What follows belongs to an exercise in optimizing a design on an open flow for small area, a short achievable clock period and few clock cycles per item; a production flow would make more cautious choices.
The RTL was checked by simulation tests, not by an equivalence proof against the original design.
Power and IR drop assume default switching activity.

==> inputs of branch juniper <==
Design LASER, start of the top module:
module LASER (
    input CLK,
    input RST,
    input [3:0] X,
    input [3:0] Y,
    output [3:0] C1X,
    output [3:0] C1Y,
    output [3:0] C2X,
    output [3:0] C2Y,
    output DONE);
reg rd;             
reg rdq;            
reg [5:0] cnt;      
reg iss;            
reg prf;            
reg [3:0] cy;       
reg [1:0] ipass;    
reg [1:0] rpass;    
reg chk;            
reg [3:0] sx, sy;   
reg done;
reg v1, p1, l1, v2, l2, v3, l3, v4, l4;
reg [3:0] y1, y2, y3, y4;
reg [3:0] ox, oy;   
reg [3:0] bx, by;   
reg [5:0] bc;       
wire fin = v4 & l4;  
reg [3:0] c1x, c1y, c2x, c2y;   
assign DONE = done;
assign C1X = c1x;
assign C1Y = c1y;
assign C2X = c2x;
assign C2Y = c2y;
function automatic covd;
    input [3:0] dx, dy;
    covd = (dx <= 4 && dy == 0) || (dx <= 3 && (dy == 1 || dy == 2)) ||
           (dx <= 2 && dy == 3) || (dx == 0 && dy == 4);
endfunction
reg [4*40-1:0] PX, PY;
reg [40-1:0] PA;
wire [15:0] ohx = 16'd1 << ox;
wire [40-1:0] cov;    
always @(posedge CLK) begin
    PX <= {PX[4*40-5:0], rd ? X : PX[4*40-1:4*40-4]};
    PY <= {PY[4*40-5:0], rd ? Y : PY[4*40-1:4*40-4]};
    if (prf)
        PA <= {40{1'b1}};
    else
        PA <= {(p1 ? !cov[37] : PA[38]),
               (p1 ? !cov[36] : PA[37]),
               (p1 ? !cov[35] : PA[36]),
               (p1 ? !cov[34] : PA[35]),
               (p1 ? !cov[33] : PA[34]),
               (p1 ? !cov[32] : PA[33]),
               (p1 ? !cov[31] : PA[32]),
  ...
clock: 8.0 ns
lec_check: 0
cap_margin: 20
core_margin: 2
core_utilization: 40
setup_slack_margin: 5.0
slew_margin: 20
run.sh (not shown) runs the stock make flow with config.mk's settings and CLKGATE_MAP_FILE= SYNTH_SCRIPT=/design/flow/synth_recipe.tcl, a recipe that flattens the netlist after the stock synthesis.
==> branch quartz (differences from branch juniper) <==
--- a/flow/design.v
+++ b/flow/design.v
@@ -2606,20 +2606,18 @@
         ox <= nbx;
         oy <= nby;
     end
     if (spg) begin
         sx <= nbx;
         sy <= nby;
     end
-    if (fin & (rpass == 2'd3)) begin
-        c1x <= ox;
-        c1y <= oy;
-        c2x <= nbx;
-        c2y <= nby;
-    end
+    c1x <= ox;
+    c1y <= oy;
+    c2x <= nbx;
+    c2y <= nby;
 end
 always @(posedge CLK or posedge RST) begin
     if (RST) begin
         rd <= 1'b1;
         rdq <= 1'b0;
         cnt <= 6'd0;
         iss <= 1'b0;
==> flow/config.mk (replaced) <==
export PLATFORM = sky130hd
export DESIGN_NAME = LASER
export DESIGN_NICKNAME = LASER
export VERILOG_FILES = /design/flow/design.v
export SDC_FILE = /design/flow/constraint.sdc
export NUM_CORES = 4
export LEC_CHECK = 0
export CAP_MARGIN = 20
export CORE_MARGIN = 2
export CORE_UTILIZATION = 30
export SETUP_SLACK_MARGIN = 5.0
export SLEW_MARGIN = 20
==> branch garnet (differences from branch juniper) <==
--- a/flow/design.v
+++ b/flow/design.v
@@ -2606,20 +2606,18 @@
         ox <= nbx;
         oy <= nby;
     end
     if (spg) begin
         sx <= nbx;
         sy <= nby;
     end
-    if (fin & (rpass == 2'd3)) begin
-        c1x <= ox;
-        c1y <= oy;
-        c2x <= nbx;
-        c2y <= nby;
-    end
+    c1x <= ox;
+    c1y <= oy;
+    c2x <= nbx;
+    c2y <= nby;
 end
 always @(posedge CLK or posedge RST) begin
     if (RST) begin
         rd <= 1'b1;
         rdq <= 1'b0;
         cnt <= 6'd0;
         iss <= 1'b0;
==> flow/config.mk (replaced) <==
export PLATFORM = sky130hd
export DESIGN_NAME = LASER
export DESIGN_NICKNAME = LASER
export VERILOG_FILES = /design/flow/design.v
export SDC_FILE = /design/flow/constraint.sdc
export NUM_CORES = 4
export LEC_CHECK = 0
export ABC_AREA = 1
export CAP_MARGIN = 20
export CORE_MARGIN = 2
export CORE_UTILIZATION = 40
export SETUP_SLACK_MARGIN = 5.0
export SLEW_MARGIN = 20
==> comparison table <==
| quantity | branch garnet | branch quartz | branch juniper |
|---|---|---|---|
| Max Clk Rate | 324 MHz | 320 MHz | 334 MHz |
| Non-filler instance count after layout | 11400 | 12200 | 11200 |
| Initial standard-cell utilization of the core | 40.2% | 30.2% | 40.3% |
| Lkg Pwr | 37.5 nW | 36.2 nW | 36.4 nW |
| Commonest non-fill, non-tap cell in the layout | nand2_1 | inv_1 | inv_1 |
| Top cell type's share of synthesized area | 27.5% | 24.9% | 24.8% |
| Int Pwr | 8.55 mW | 8.29 mW | 8.32 mW |
| Post-synthesis mux area share | 0.0588% | 0.893% | 0.817% |
| Relative max-transition margin | 23.4% | 32.7% | 33.8% |
| Fraction of area in multi-input gates | 55.8% | 60.2% | 60.5% |
| Reported sequential group power | 4.97 mW | 4.96 mW | 5.01 mW |
| Outcome | finished clean | finished clean | finished clean |
| Most common cell in the synthesized netlist | nand2_1 | dfxtp_1 | dfxtp_1 |
| Post-placement worst setup slack | 4.57 ns | 4.08 ns | 4.10 ns |
| CLK BUF | 146 | 145 | 144 |
| First-pass GRT wire length | 375 mm | 465 mm | 439 mm |
| Total number of vias | 61100 | 70500 | 69000 |
| Instance area after placement | 70500 sq um | 78300 sq um | 76700 sq um |
| Post_cts resized | 194 | 275 | 254 |
| Post-layout min period | 3.09 ns | 3.13 ns | 2.99 ns |
Testbench counts of branch juniper, summed over its fixed seeds: cycles 4,670, items 48.
Testbench counts of branch quartz, summed over its fixed seeds: cycles 4,670, items 48.
Testbench counts of branch garnet, summed over its fixed seeds: cycles 4,670, items 48.

* * *

==> inputs of try-nickel <==
RTL: one of the versions met above, not the one the previous note started from.
Settings: LEC_CHECK=0, ABC_AREA=1, CAP_MARGIN=20, CORE_MARGIN=2, CORE_UTILIZATION=40, GPL_ROUTABILITY_DRIVEN=0, SETUP_SLACK_MARGIN=5.0, SLEW_MARGIN=20; clock period 8.0 ns.
==> inputs of try-violet, as changes to try-nickel <==
--- a/flow/config.mk
+++ b/flow/config.mk
@@ -5,10 +5,8 @@
 export SDC_FILE = /design/flow/constraint.sdc
 export NUM_CORES = 4
 export LEC_CHECK = 0
-export ABC_AREA = 1
 export CAP_MARGIN = 20
 export CORE_MARGIN = 2
 export CORE_UTILIZATION = 40
-export GPL_ROUTABILITY_DRIVEN = 0
 export SETUP_SLACK_MARGIN = 5.0
 export SLEW_MARGIN = 20
==> inputs of try-willow, as changes to try-nickel <==
==> flow/config.mk (replaced) <==
export PLATFORM = sky130hd
export DESIGN_NAME = LASER
export DESIGN_NICKNAME = LASER
export VERILOG_FILES = /design/flow/design.v
export SDC_FILE = /design/flow/constraint.sdc
export NUM_CORES = 4
export LEC_CHECK = 0
export CAP_MARGIN = 20
export CORE_MARGIN = 2
export CORE_UTILIZATION = 60
export SETUP_SLACK_MARGIN = 5.0
export SLEW_MARGIN = 20
==> impl_metrics.prom <==
# TYPE chip_impl_metric gauge
chip_impl_metric{name="clock_net_power",unit="W"} 0.00544
chip_impl_metric{name="dr_wl_met3",unit="um"} 24000
chip_impl_metric{name="path_buf_inv",unit=""} 3
chip_impl_info{name="mostFrequentLayoutCell",value="nand2_1"} 1
chip_impl_metric{name="design_power_total",unit="W"} 0.0104
chip_impl_metric{name="place_hpwl",unit="um"} 188000
chip_impl_metric{name="dp.cells",unit=""} 11100
chip_impl_info{name="run_status",value="complete, no violations"} 1
chip_impl_metric{name="cell_internal_pwr",unit="W"} 0.00811
-- figures above: try-nickel

==> impl_metrics.prom <==
# TYPE chip_impl_metric gauge
chip_impl_info{name="run_status",value="complete, no violations"} 1
chip_impl_metric{name="path_buf_inv",unit=""} 2
chip_impl_metric{name="design_power_total",unit="W"} 0.0103
chip_impl_metric{name="minimum_period_implied_by_the_final_worst_setup_slack",unit="ns"} 3.18
chip_impl_metric{name="antenna_cells_inserted",unit=""} 14
chip_impl_metric{name="cts_inserted_buffers",unit=""} 109
chip_impl_metric{name="grt_usage",unit="%"} 45.4
chip_impl_metric{name="dr_wl_met3",unit="um"} 41500
chip_impl_metric{name="clock_net_power",unit="W"} 0.00537
chip_impl_info{name="mostFrequentLayoutCell",value="inv_1"} 1
chip_impl_metric{name="place_hpwl",unit="um"} 221000
chip_impl_metric{name="dp.cells",unit=""} 10200
chip_impl_metric{name="cell_internal_pwr",unit="W"} 0.00803
chip_impl_metric{name="pin_count",unit=""} 27
-- figures above: try-willow

==> impl_metrics.prom <==
# TYPE chip_impl_metric gauge
chip_impl_info{name="mostFrequentLayoutCell",value="inv_1"} 1
chip_impl_metric{name="cell_internal_pwr",unit="W"} 0.00826
chip_impl_info{name="run_status",value="complete, no violations"} 1
chip_impl_metric{name="path_buf_inv",unit=""} 2
chip_impl_metric{name="place_hpwl",unit="um"} 236000
chip_impl_metric{name="synth_simple_gate_area_share",unit="%"} 17.6
chip_impl_metric{name="dp.cells",unit=""} 11100
chip_impl_metric{name="dr_wl_met3",unit="um"} 35600
-- figures above: try-violet

Testbench counts of try-nickel, summed over its fixed seeds: cycles 4,670, items 48.
Testbench counts of try-violet, summed over its fixed seeds: cycles 4,670, items 48.
Testbench counts of try-willow, summed over its fixed seeds: cycles 4,670, items 48.

* * *

==> delta <==
RTL: one of the versions met above, not the one the previous note started from.
Settings: LEC_CHECK=0, CAP_MARGIN=20, CORE_MARGIN=2, CORE_UTILIZATION=65, SETUP_SLACK_MARGIN=5.0, SLEW_MARGIN=20; clock period 8.0 ns.
==> cedar: changes against delta <==
--- a/flow/design.v
+++ b/flow/design.v
@@ -2608,16 +2608,14 @@
     end
     if (spg) begin
         sx <= nbx;
         sy <= nby;
     end
-    if (fin & (rpass == 2'd3)) begin
-        c1x <= ox;
-        c1y <= oy;
-        c2x <= nbx;
-        c2y <= nby;
-    end
+    c1x <= ox;
+    c1y <= oy;
+    c2x <= nbx;
+    c2y <= nby;
 end
 always @(posedge CLK or posedge RST) begin
     if (RST) begin
         rd <= 1'b1;
         rdq <= 1'b0;
ABC_AREA = 1   (was unset)
CORE_UTILIZATION = 40   (was 65)
CTS_CLUSTER_DIAMETER = 70   (was unset)
CTS_CLUSTER_SIZE = 30   (was unset)
==> comparison table <==
Number of standard cells after synthesis: cedar 9,067; delta 8,800
Post-place instance area: cedar 70,500 um^2; delta 75,400 um^2
Area of the die: cedar 173,000 um^2; delta 118,000 um^2
Clock network fraction of total power: cedar 0.509; delta 0.517
Vias in the first global route: cedar 57,600; delta 65,500
Seq/Total Area, Yosys: cedar 0.298; delta 0.276
Critical path depth: cedar 10; delta 14
Crit path buf inv count: cedar 2; delta 1
# diodes: cedar 19; delta 22
Tap cell count: cedar 2,218; delta 1,512
Floorplan die width: cedar 416 um; delta 343 um
Sequential cell count: cedar 995; delta 1,003
Rows: cedar 151; delta 124
Result of the run: cedar complete, no violations; delta complete, no violations
Testbench counts of delta, summed over its fixed seeds: cycles 4,670, items 48.
Testbench counts of cedar, summed over its fixed seeds: cycles 4,670, items 48.

-- static timing again, ports no longer ideal --
Ports are ideal in the flow. The routed layouts listed here were re-timed in OpenROAD. Step 1 sets driving cells, clkbuf_16 on the clock port and buf_2 on the other inputs (assumed; they add their load-dependent delay and slew). Step 2 times the ports against the registers' clock, not the clock port: input delays grow and output delays shrink by t, the midpoint of the rising clock arrivals with the driver on. Slacks: no drivers / after step 1 / after step 2; pairs: no drivers / after step 1.
run	t (ns)	setup WS [ns]	latest minus earliest clock arrival (ns)	worst register clock-pin slew, ns
branch juniper	0.859	5.008 / 4.995 / 5.008	0.036 / 0.035	0.07 / 0.07
branch quartz	0.902	4.871 / 4.871 / 4.871	0.109 / 0.108	0.08 / 0.08
branch garnet	0.842	4.915 / 4.915 / 4.915	0.082 / 0.082	0.07 / 0.07
try-nickel	0.835	4.971 / 4.969 / 4.971	0.082 / 0.082	0.07 / 0.07
try-violet	0.852	4.880 / 4.880 / 4.880	0.099 / 0.099	0.07 / 0.07
try-willow	0.845	4.819 / 4.819 / 4.819	0.031 / 0.031	0.08 / 0.08
delta	0.827	4.732 / 4.732 / 4.732	0.023 / 0.023	0.07 / 0.07
cedar	0.812	4.983 / 4.955 / 4.983	0.069 / 0.069	0.11 / 0.11
After both steps every run listed still meets setup and hold.
